This design comes from an exercise in tuning for small area on the open sky130 flow, not from production work. RTL that was checked went through simulation tests only; none was proved equivalent to the original. No activity file was given, so power comes from the tool's default toggle rates.

==> module cpu8, before the edit <==
module cpu8(
	input clk,
	input rst,                  
	output [7:0] imem_addr,     
	input [15:0] imem_data,     
	output [7:0] dmem_addr,
	output [7:0] dmem_wdata,
	output dmem_we,
	input [7:0] dmem_rdata,     
	input [7:0] dip,            
	output [7:0] result         
	);
wire [15:0] i = imem_data;
wire       msb = i[15];
wire [3:0] a1  = i[14:11];
wire [4:0] lo  = i[10:6];       
wire [2:0] in1 = i[5:3];
wire [2:0] in2 = i[2:0];
wire [2:0] ls  = i[10:8];
wire [7:0] imm = i[7:0];
wire a1_0 = (a1 == 4'd0);
wire a1_6 = (a1 == 4'd6);
wire a1_8 = (a1 == 4'd8);
wire a1_9 = (a1 == 4'd9);
wire ldsel = a1_6 | (a1 == 4'd7) | a1_9;
wire isLoad  = msb & ldsel;
wire isStore = msb & a1_8;
wire isJump  = msb & ~a1[3] & ~(a1[2] & a1[1]);
wire [31:0] lod = 32'd1 << lo;
wire [31:0] opd = a1_0 ? lod : 32'd0;
wire op_196  = a1_6 & lod[4];
wire sel_sum = opd[1] | opd[3] | opd[15] | opd[16];
wire sel_p   = opd[4] | opd[5] | opd[8] | opd[18];
wire sel_g   = opd[2] | opd[4];
wire sel_b   = opd[6];
wire sel_d1  = opd[20] | op_196;
wire sel_sh  = opd[9] | opd[10] | opd[11] | opd[12] | opd[13] | opd[14];
wire op_shr  = opd[9] | opd[10];
wire op_shl  = opd[11] | opd[12];
wire op_rot  = opd[13] | opd[14];
wire known   = opd[0] | sel_sum | sel_p | sel_g | sel_b | sel_d1 | sel_sh;
wire sel_3   = ~known;
wire rw = ldsel | (opd[1] | opd[2] | opd[3] | opd[4] | opd[5] | opd[6] | opd[8]
                   | sel_sh | opd[15] | opd[16] | opd[20]);
reg [63:0] rf;                  
wire [2:0] rbad = a1[3] ? ls : in2;
wire [7:0] d1 = rf[8*in1 +: 8];
wire [7:0] rb = rf[8*rbad +: 8];
wire use_b = ~lo[3] & (~lo[4] | lo[2]);
wire inv_b = (lo[4] & ~lo[1]) | (lo[0] & lo[1] & ~lo[2]) | (lo[3] & ~lo[0]);
wire cin   = lo[1] | lo[2];
wire [7:0] b = ({8{use_b}} & rb) ^ {8{inv_b}};
wire [7:0] p = d1 ^ b;
wire [7:0] g = d1 & b;
wire [8:0] sum = {1'b0, d1} + {1'b0, b} + {8'd0, cin};
wire [2:0] n = in2;
wire right = op_shr | opd[14];
wire [2:0] k = right ? (3'd0 - n) : n;
wire [7:0] s1 = k[0] ? {d1[6:0], d1[7]}   : d1;
wire [7:0] s2 = k[1] ? {s1[5:0], s1[7:6]} : s1;
wire [7:0] rot = k[2] ? {s2[3:0], s2[7:4]} : s2;
wire [7:0] th = 8'hff << n;                  
wire [7:0] thr = {th[0], th[1], th[2], th[3], th[4], th[5], th[6], th[7]};
wire [7:0] mask = ~({8{op_shl}} & ~th) & ~({8{op_shr}} & ~thr);
wire [7:0] shres = rot & mask;
wire [7:0] res = ({8{sel_sum}} & sum[7:0]) | ({8{sel_p}} & p) | ({8{sel_g}} & g)
               | ({8{sel_b}} & rb) | ({8{sel_d1}} & d1) | ({8{sel_sh}} & shres)
               | {6'd0, sel_3, sel_3};
assign result = res;
reg fz, fc, fs, fo;
wire nz = (n != 3'd0);
wire setzs = sel_sum | opd[2] | opd[4] | opd[5] | sel_sh | opd[20];
wire [7:0] zsrc = opd[20] ? sum[7:0] : res;
wire zn = (zsrc == 8'd0);
wire sn = zsrc[7];
wire c_add = opd[1] | opd[15];       
wire c_dec = opd[16];                
wire c_keep = ~(c_add | c_dec | opd[2] | opd[4] | opd[5] | op_shr | op_shl | op_rot);
wire cn = (c_add & sum[8]) | (c_dec & ~sum[8]) | (c_keep & fc)
        | (op_shr & nz & rot[7]) | (op_shl & nz & rot[0]) | (op_rot & res[7]);
wire o_keep = ~(c_add | c_dec | opd[3] | opd[20] | opd[2] | opd[4] | opd[5] | op_shr | op_shl | op_rot);
wire on = (c_add & sum[8]) | (c_dec & ~sum[8]) | ((opd[3] | opd[20]) & fc) | (o_keep & fo)
        | ((op_shr | op_shl) & (res[7] ^ d1[7])) | (op_rot & d1[7]);
always @(posedge clk) begin
	if (rst) begin
		fz <= 1'b0; fc <= 1'b0; fs <= 1'b0; fo <= 1'b0;
	end else begin
		if (setzs) begin fz <= zn; fs <= sn; end
		fc <= cn; fo <= on;
	end
end
wire [2:0] wa = isLoad ? ls : in1;
wire [7:0] wd = isLoad ? (a1_6 ? imm : a1_9 ? dip : dmem_rdata) : res;
wire [63:0] init = {8'd7, 8'd6, 8'd5, 8'd3, 8'd3, 8'd11, 8'd9, 8'd4};
wire [7:0] wd0 = wd & ~{8{rst}};
wire [7:0] wd1 = wd | {8{rst}};
wire [7:0] wsel = 8'd1 << wa;
genvar wk, bb;
generate for (wk = 0; wk < 8; wk = wk + 1) begin : wr
	wire en = rst | (rw & wsel[wk]);
	for (bb = 0; bb < 8; bb = bb + 1) begin : bt
		always @(posedge clk) if (en) rf[8*wk+bb] <= init[8*wk+bb] ? wd1[bb] : wd0[bb];
	end
end endgenerate
reg [7:0] pc;
reg take;
always @(*) begin
	case (a1[2:0])
	3'd0: take = fz;
	3'd1: take = fc;
	3'd2: take = ~fc & ~fz;
	3'd3: take = fs ^ fo;
	3'd4: take = ~(fs ^ fo) & ~fz;
	default: take = 1'b1;
	endcase
end
always @(posedge clk) begin
	if (rst)                 pc <= 8'd0;
	else if (isJump & take)  pc <= imm;
	else                     pc <= pc + 8'd1;
end
assign imem_addr = pc;
assign dmem_addr = imm;
assign dmem_wdata = rb;
assign dmem_we = isStore;
endmodule
==> flow/config.mk <==
export PLATFORM = sky130hd
export DESIGN_NAME = cpu8
export DESIGN_NICKNAME = cpu8
export VERILOG_FILES = /design/flow/design.v
export SDC_FILE = /design/flow/constraint.sdc
export NUM_CORES = 4
export LEC_CHECK = 0
export ABC_AREA = 1
export CAP_MARGIN = 20
export CORE_MARGIN = 2
export CORE_UTILIZATION = 40
export GPL_TIMING_DRIVEN = 0
export SLEW_MARGIN = 20
==> flow/constraint.sdc <==
create_clock -name core_clock -period 7.0 [get_ports {clk}]
set_input_delay 1.4000 -clock core_clock [delete_from_list [all_inputs] [get_ports {clk}]]
set_output_delay 1.4000 -clock core_clock [all_outputs]
set_load 0.01 [all_outputs]
standard.sh (not shown) runs the stock make flow with config.mk's settings and CLKGATE_MAP_FILE= SYNTH_SCRIPT=/design/flow/synth_recipe.tcl, a recipe that flattens the netlist after the stock synthesis.
==> flow/flow/run.sh <==
#!/bin/bash
# Standard ORFS layout with two changes: an area-oriented ABC mapping
# script (flow/abc.script) and minimum-size port buffers.
set -uo pipefail
rm -rf scripts_mod
cp -r "$FLOW_HOME/scripts" scripts_mod
cp flow/abc.script scripts_mod/abc_area.script
bash standard.sh SCRIPTS_DIR="$PWD/scripts_mod" ABC_AREA=1 ADDER_MAP_FILE= \
  "BUFFER_PORTS_ARGS=-buffer_cell sky130_fd_sc_hd__buf_1" "CTS_ARGS=-sink_clustering_enable -repair_clock_nets -buf_list sky130_fd_sc_hd__clkbuf_8 -dont_use_dummy_load" finish > standard.log 2>&1
==> flow/flow/abc.script <==
strash
dch
amap
Rerun with:
--- a/flow/design.v
+++ b/flow/design.v
@@ -75,12 +75,15 @@
 wire zn = (zsrc == 8'd0);
 wire sn = zsrc[7];
-wire c_add = opd[1] | opd[15];       
-wire c_dec = opd[16];                
-wire c_keep = ~(c_add | c_dec | opd[2] | opd[4] | opd[5] | op_shr | op_shl | op_rot);
-wire cn = (c_add & sum[8]) | (c_dec & ~sum[8]) | (c_keep & fc)
-        | (op_shr & nz & rot[7]) | (op_shl & nz & rot[0]) | (op_rot & res[7]);
-wire o_keep = ~(c_add | c_dec | opd[3] | opd[20] | opd[2] | opd[4] | opd[5] | op_shr | op_shl | op_rot);
-wire on = (c_add & sum[8]) | (c_dec & ~sum[8]) | ((opd[3] | opd[20]) & fc) | (o_keep & fo)
-        | ((op_shr | op_shl) & (res[7] ^ d1[7])) | (op_rot & d1[7]);
+reg cn, on;
+always @(*) begin
+	cn = fc; on = fo;
+	if (opd[1] | opd[15]) begin cn = sum[8];  on = sum[8]; end
+	if (opd[16])          begin cn = ~sum[8]; on = ~sum[8]; end
+	if (opd[3] | opd[20]) begin on = fc; end
+	if (opd[2] | opd[4] | opd[5]) begin cn = 1'b0; on = 1'b0; end
+	if (op_shr)           begin cn = nz & rot[7]; on = res[7] ^ d1[7]; end
+	if (op_shl)           begin cn = nz & rot[0]; on = res[7] ^ d1[7]; end
+	if (op_rot)           begin cn = res[7]; on = d1[7]; end
+end
 always @(posedge clk) begin
 	if (rst) begin
Area after synthesis hardly moves.
Global-route usage rose by 1.3 points.
Cell area rose by about 0.66%.
Wire length rose by 3.8%.
Utilization rose by 0.32 points.
Flip-flop and latch count stays the same.
Combinational power fell by about 4%.
Register-to-register slack degrades by 0.53 ns.
No functional check of the RTL was part of the first run of this note.

========
cpu8, a different RTL version from the one above (not shown whole).
For scale: roughly 76 flip-flops, ~5300 µm² of cells after synthesis.
==> module cpu8, before the edit <==
module cpu8(
	input clk,
	input rst,                  
	output [7:0] imem_addr,     
	input [15:0] imem_data,     
	output [7:0] dmem_addr,
	output [7:0] dmem_wdata,
	output dmem_we,
	input [7:0] dmem_rdata,     
	input [7:0] dip,            
	output [7:0] result         
	);
wire [15:0] i = imem_data;
wire       msb = i[15];
wire [3:0] a1  = i[14:11];
wire [4:0] lo  = i[10:6];       
wire [2:0] in1 = i[5:3];
wire [2:0] in2 = i[2:0];
wire [2:0] ls  = i[10:8];
wire [7:0] imm = i[7:0];
wire a1_0 = (a1 == 4'd0);
wire a1_6 = (a1 == 4'd6);
wire a1_8 = (a1 == 4'd8);
wire a1_9 = (a1 == 4'd9);
wire ldsel = a1_6 | (a1 == 4'd7) | a1_9;
wire isLoad  = msb & ldsel;
wire isStore = msb & a1_8;
wire isJump  = msb & ~a1[3] & ~(a1[2] & a1[1]);
wire [31:0] lod = 32'd1 << lo;
wire [31:0] opd = a1_0 ? lod : 32'd0;
wire op_196  = a1_6 & lod[4];
wire sel_sum = opd[1] | opd[3] | opd[15] | opd[16];
wire sel_p   = opd[4] | opd[5] | opd[8] | opd[18];
wire sel_g   = opd[2] | opd[4];
wire sel_b   = opd[6];
wire sel_d1  = opd[20] | op_196;
wire sel_sh  = opd[9] | opd[10] | opd[11] | opd[12] | opd[13] | opd[14];
wire op_shr  = opd[9] | opd[10];
wire op_shl  = opd[11] | opd[12];
wire op_rot  = opd[13] | opd[14];
wire known   = opd[0] | sel_sum | sel_p | sel_g | sel_b | sel_d1 | sel_sh;
wire sel_3   = ~known;
wire rw = ldsel | (opd[1] | opd[2] | opd[3] | opd[4] | opd[5] | opd[6] | opd[8]
                   | sel_sh | opd[15] | opd[16] | opd[20]);
reg [7:0] r [0:7];
wire [2:0] rbad = a1[3] ? ls : in2;
wire [7:0] d1 = r[in1];
wire [7:0] rb = r[rbad];
wire use_b = ~lo[3] & (~lo[4] | lo[2]);
wire inv_b = (lo[4] & ~lo[1]) | (lo[0] & lo[1] & ~lo[2]) | (lo[3] & ~lo[0]);
wire cin   = lo[1] | lo[2];
wire [7:0] b = ({8{use_b}} & rb) ^ {8{inv_b}};
wire [7:0] p = d1 ^ b;
wire [7:0] g = d1 & b;
wire [8:0] sum = {1'b0, d1} + {1'b0, b} + {8'd0, cin};
wire [2:0] n = in2;
wire right = op_shr | opd[14];
wire [2:0] k = right ? (3'd0 - n) : n;
wire [7:0] s1 = k[0] ? {d1[6:0], d1[7]}   : d1;
wire [7:0] s2 = k[1] ? {s1[5:0], s1[7:6]} : s1;
wire [7:0] rot = k[2] ? {s2[3:0], s2[7:4]} : s2;
wire [7:0] th = 8'hff << n;                  
wire [7:0] thr = {th[0], th[1], th[2], th[3], th[4], th[5], th[6], th[7]};
wire [7:0] mask = ~({8{op_shl}} & ~th) & ~({8{op_shr}} & ~thr);
wire [7:0] shres = rot & mask;
wire [7:0] res = ({8{sel_sum}} & sum[7:0]) | ({8{sel_p}} & p) | ({8{sel_g}} & g)
               | ({8{sel_b}} & rb) | ({8{sel_d1}} & d1) | ({8{sel_sh}} & shres)
               | {6'd0, sel_3, sel_3};
assign result = res;
reg fz, fc, fs, fo;
wire nz = (n != 3'd0);
wire setzs = sel_sum | opd[2] | opd[4] | opd[5] | sel_sh | opd[20];
wire [7:0] zsrc = opd[20] ? sum[7:0] : res;
wire zn = (zsrc == 8'd0);
wire sn = zsrc[7];
reg cn, on;
always @(*) begin
	cn = fc; on = fo;
	if (opd[1] | opd[15]) begin cn = sum[8];  on = sum[8]; end
	if (opd[16])          begin cn = ~sum[8]; on = ~sum[8]; end
	if (opd[3] | opd[20]) begin on = fc; end
	if (opd[2] | opd[4] | opd[5]) begin cn = 1'b0; on = 1'b0; end
	if (op_shr)           begin cn = nz & rot[7]; on = res[7] ^ d1[7]; end
	if (op_shl)           begin cn = nz & rot[0]; on = res[7] ^ d1[7]; end
	if (op_rot)           begin cn = res[7]; on = d1[7]; end
end
always @(posedge clk) begin
	if (rst) begin
		fz <= 1'b0; fc <= 1'b0; fs <= 1'b0; fo <= 1'b0;
	end else begin
		if (setzs) begin fz <= zn; fs <= sn; end
		fc <= cn; fo <= on;
	end
end
wire [2:0] wa = isLoad ? ls : in1;
wire [7:0] wd = isLoad ? (a1_6 ? imm : a1_9 ? dip : dmem_rdata) : res;
always @(posedge clk) begin
	if (rst) begin
		r[0] <= 8'd4; r[1] <= 8'd9; r[2] <= 8'd11; r[3] <= 8'd3;
		r[4] <= 8'd3; r[5] <= 8'd5; r[6] <= 8'd6; r[7] <= 8'd7;
	end else if (rw) begin
		r[wa] <= wd;
	end
end
reg [7:0] pc;
reg take;
always @(*) begin
	case (a1[2:0])
	3'd0: take = fz;
	3'd1: take = fc;
	3'd2: take = ~fc & ~fz;
	3'd3: take = fs ^ fo;
	3'd4: take = ~(fs ^ fo) & ~fz;
	default: take = 1'b1;
	endcase
end
always @(posedge clk) begin
	if (rst)                 pc <= 8'd0;
	else if (isJump & take)  pc <= imm;
	else                     pc <= pc + 8'd1;
end
assign imem_addr = pc;
assign dmem_addr = imm;
assign dmem_wdata = rb;
assign dmem_we = isStore;
endmodule
==> flow/config.mk <==
export PLATFORM = sky130hd
export DESIGN_NAME = cpu8
export DESIGN_NICKNAME = cpu8
export VERILOG_FILES = /design/flow/design.v
export SDC_FILE = /design/flow/constraint.sdc
export NUM_CORES = 4
export LEC_CHECK = 0
export ABC_AREA = 1
export CAP_MARGIN = 20
export CORE_MARGIN = 2
export CORE_UTILIZATION = 40
export GPL_TIMING_DRIVEN = 0
export SLEW_MARGIN = 20
==> flow/constraint.sdc <==
create_clock -name core_clock -period 7.0 [get_ports {clk}]
set_input_delay 1.4000 -clock core_clock [delete_from_list [all_inputs] [get_ports {clk}]]
set_output_delay 1.4000 -clock core_clock [all_outputs]
set_load 0.01 [all_outputs]
Scripts as last shown in full above: flow/flow/run.sh, flow/flow/abc.script
Then changed:
--- a/flow/design.v
+++ b/flow/design.v
@@ -41,14 +41,14 @@
 wire op_rot  = opd[13] | opd[14];
 wire known   = opd[0] | sel_sum | sel_p | sel_g | sel_b | sel_d1 | sel_sh;
 wire sel_3   = ~known;
 wire rw = ldsel | (opd[1] | opd[2] | opd[3] | opd[4] | opd[5] | opd[6] | opd[8]
                    | sel_sh | opd[15] | opd[16] | opd[20]);
-reg [7:0] r [0:7];
-wire [2:0] rbad = a1[3] ? ls : in2;
-wire [7:0] d1 = r[in1];
-wire [7:0] rb = r[rbad];
+reg [63:0] rf;                  
+wire [2:0] raad = a1[3] ? ls : in1;
+wire [7:0] d1 = rf[8*raad +: 8];
+wire [7:0] rb = rf[8*in2 +: 8];
 wire use_b = ~lo[3] & (~lo[4] | lo[2]);
 wire inv_b = (lo[4] & ~lo[1]) | (lo[0] & lo[1] & ~lo[2]) | (lo[3] & ~lo[0]);
 wire cin   = lo[1] | lo[2];
 wire [7:0] b = ({8{use_b}} & rb) ^ {8{inv_b}};
 wire [7:0] p = d1 ^ b;
@@ -72,39 +72,39 @@
 wire nz = (n != 3'd0);
 wire setzs = sel_sum | opd[2] | opd[4] | opd[5] | sel_sh | opd[20];
 wire [7:0] zsrc = opd[20] ? sum[7:0] : res;
 wire zn = (zsrc == 8'd0);
 wire sn = zsrc[7];
-reg cn, on;
-always @(*) begin
-	cn = fc; on = fo;
-	if (opd[1] | opd[15]) begin cn = sum[8];  on = sum[8]; end
-	if (opd[16])          begin cn = ~sum[8]; on = ~sum[8]; end
-	if (opd[3] | opd[20]) begin on = fc; end
-	if (opd[2] | opd[4] | opd[5]) begin cn = 1'b0; on = 1'b0; end
-	if (op_shr)           begin cn = nz & rot[7]; on = res[7] ^ d1[7]; end
-	if (op_shl)           begin cn = nz & rot[0]; on = res[7] ^ d1[7]; end
-	if (op_rot)           begin cn = res[7]; on = d1[7]; end
-end
+wire c_add = opd[1] | opd[15];       
+wire c_dec = opd[16];                
+wire c_keep = ~(c_add | c_dec | opd[2] | opd[4] | opd[5] | op_shr | op_shl | op_rot);
+wire cn = (c_add & sum[8]) | (c_dec & ~sum[8]) | (c_keep & fc)
+        | (op_shr & nz & rot[7]) | (op_shl & nz & rot[0]) | (op_rot & res[7]);
+wire o_keep = ~(c_add | c_dec | opd[3] | opd[20] | opd[2] | opd[4] | opd[5] | op_shr | op_shl | op_rot);
+wire on = (c_add & sum[8]) | (c_dec & ~sum[8]) | ((opd[3] | opd[20]) & fc) | (o_keep & fo)
+        | ((op_shr | op_shl) & (res[7] ^ d1[7])) | (op_rot & d1[7]);
 always @(posedge clk) begin
 	if (rst) begin
 		fz <= 1'b0; fc <= 1'b0; fs <= 1'b0; fo <= 1'b0;
 	end else begin
 		if (setzs) begin fz <= zn; fs <= sn; end
 		fc <= cn; fo <= on;
 	end
 end
 wire [2:0] wa = isLoad ? ls : in1;
 wire [7:0] wd = isLoad ? (a1_6 ? imm : a1_9 ? dip : dmem_rdata) : res;
-always @(posedge clk) begin
-	if (rst) begin
-		r[0] <= 8'd4; r[1] <= 8'd9; r[2] <= 8'd11; r[3] <= 8'd3;
-		r[4] <= 8'd3; r[5] <= 8'd5; r[6] <= 8'd6; r[7] <= 8'd7;
-	end else if (rw) begin
-		r[wa] <= wd;
+wire [63:0] init = {8'd7, 8'd6, 8'd5, 8'd3, 8'd3, 8'd11, 8'd9, 8'd4};
+wire [7:0] wd0 = wd & ~{8{rst}};
+wire [7:0] wd1 = wd | {8{rst}};
+wire [7:0] wsel = 8'd1 << wa;
+genvar wk, bb;
+generate for (wk = 0; wk < 8; wk = wk + 1) begin : wr
+	wire en = rst | (rw & wsel[wk]);
+	for (bb = 0; bb < 8; bb = bb + 1) begin : bt
+		always @(posedge clk) if (en) rf[8*wk+bb] <= init[8*wk+bb] ? wd1[bb] : wd0[bb];
 	end
-end
+end endgenerate
 reg [7:0] pc;
 reg take;
 always @(*) begin
 	case (a1[2:0])
 	3'd0: take = fz;
@@ -120,8 +120,8 @@
 	else if (isJump & take)  pc <= imm;
 	else                     pc <= pc + 8'd1;
 end
 assign imem_addr = pc;
 assign dmem_addr = imm;
-assign dmem_wdata = rb;
+assign dmem_wdata = d1;
 assign dmem_we = isStore;
 endmodule
Clock-buffer cell count is unchanged.
Hold slack improved by 55 ps.
Non-clock buffer count goes up by 4.
Setup slack got worse by 38 ps.
Die area goes down by 4.7%.
Synthesized cell count goes down by 11%.
Maximum frequency goes down by 0.56%.
Clock skew goes down by 6.4 ps.
Total power goes up by 2.2%.

port drivers added, routing unchanged:
Ports are ideal in the flow. The routed layouts listed here were re-timed in OpenROAD.
Step 1: set_driving_cell puts a clkbuf_16 on clk and a buf_2 on each other input, an assumption about the parent block.
Step 2, shift: input delay + t, output delay - t, t = (earliest + latest rising clock arrival at the registers) / 2. This alone moves slack from input paths to output paths.
Slacks: ideal / step 1 / step 2; pairs: ideal / step 1.
| run | t (ns) | setup slack, ns | hold slack, ns | pins driven straight from the clock port |
|---|---|---|---|---|
| the first run of note 1 | 0.385 | 0.192 / 0.167 / 0.167 | 0.507 / 0.507 / 0.507 | 1 |
| the second run of note 1 | 0.385 | 0.150 / 0.124 / 0.124 | 0.485 / 0.485 / 0.485 | 1 |
| the first run of note 2 | 0.394 | 0.268 / 0.244 / 0.244 | 0.485 / 0.485 / 0.485 | 1 |
| the second run of note 2 | 0.393 | 0.230 / 0.207 / 0.207 | 0.540 / 0.540 / 0.540 | 1 |
After both steps every run listed still meets setup and hold. For the second run of note 1, which loses most, drivers alone change the setup slack by -0.026 ns; drivers and shift together by -0.026 ns.
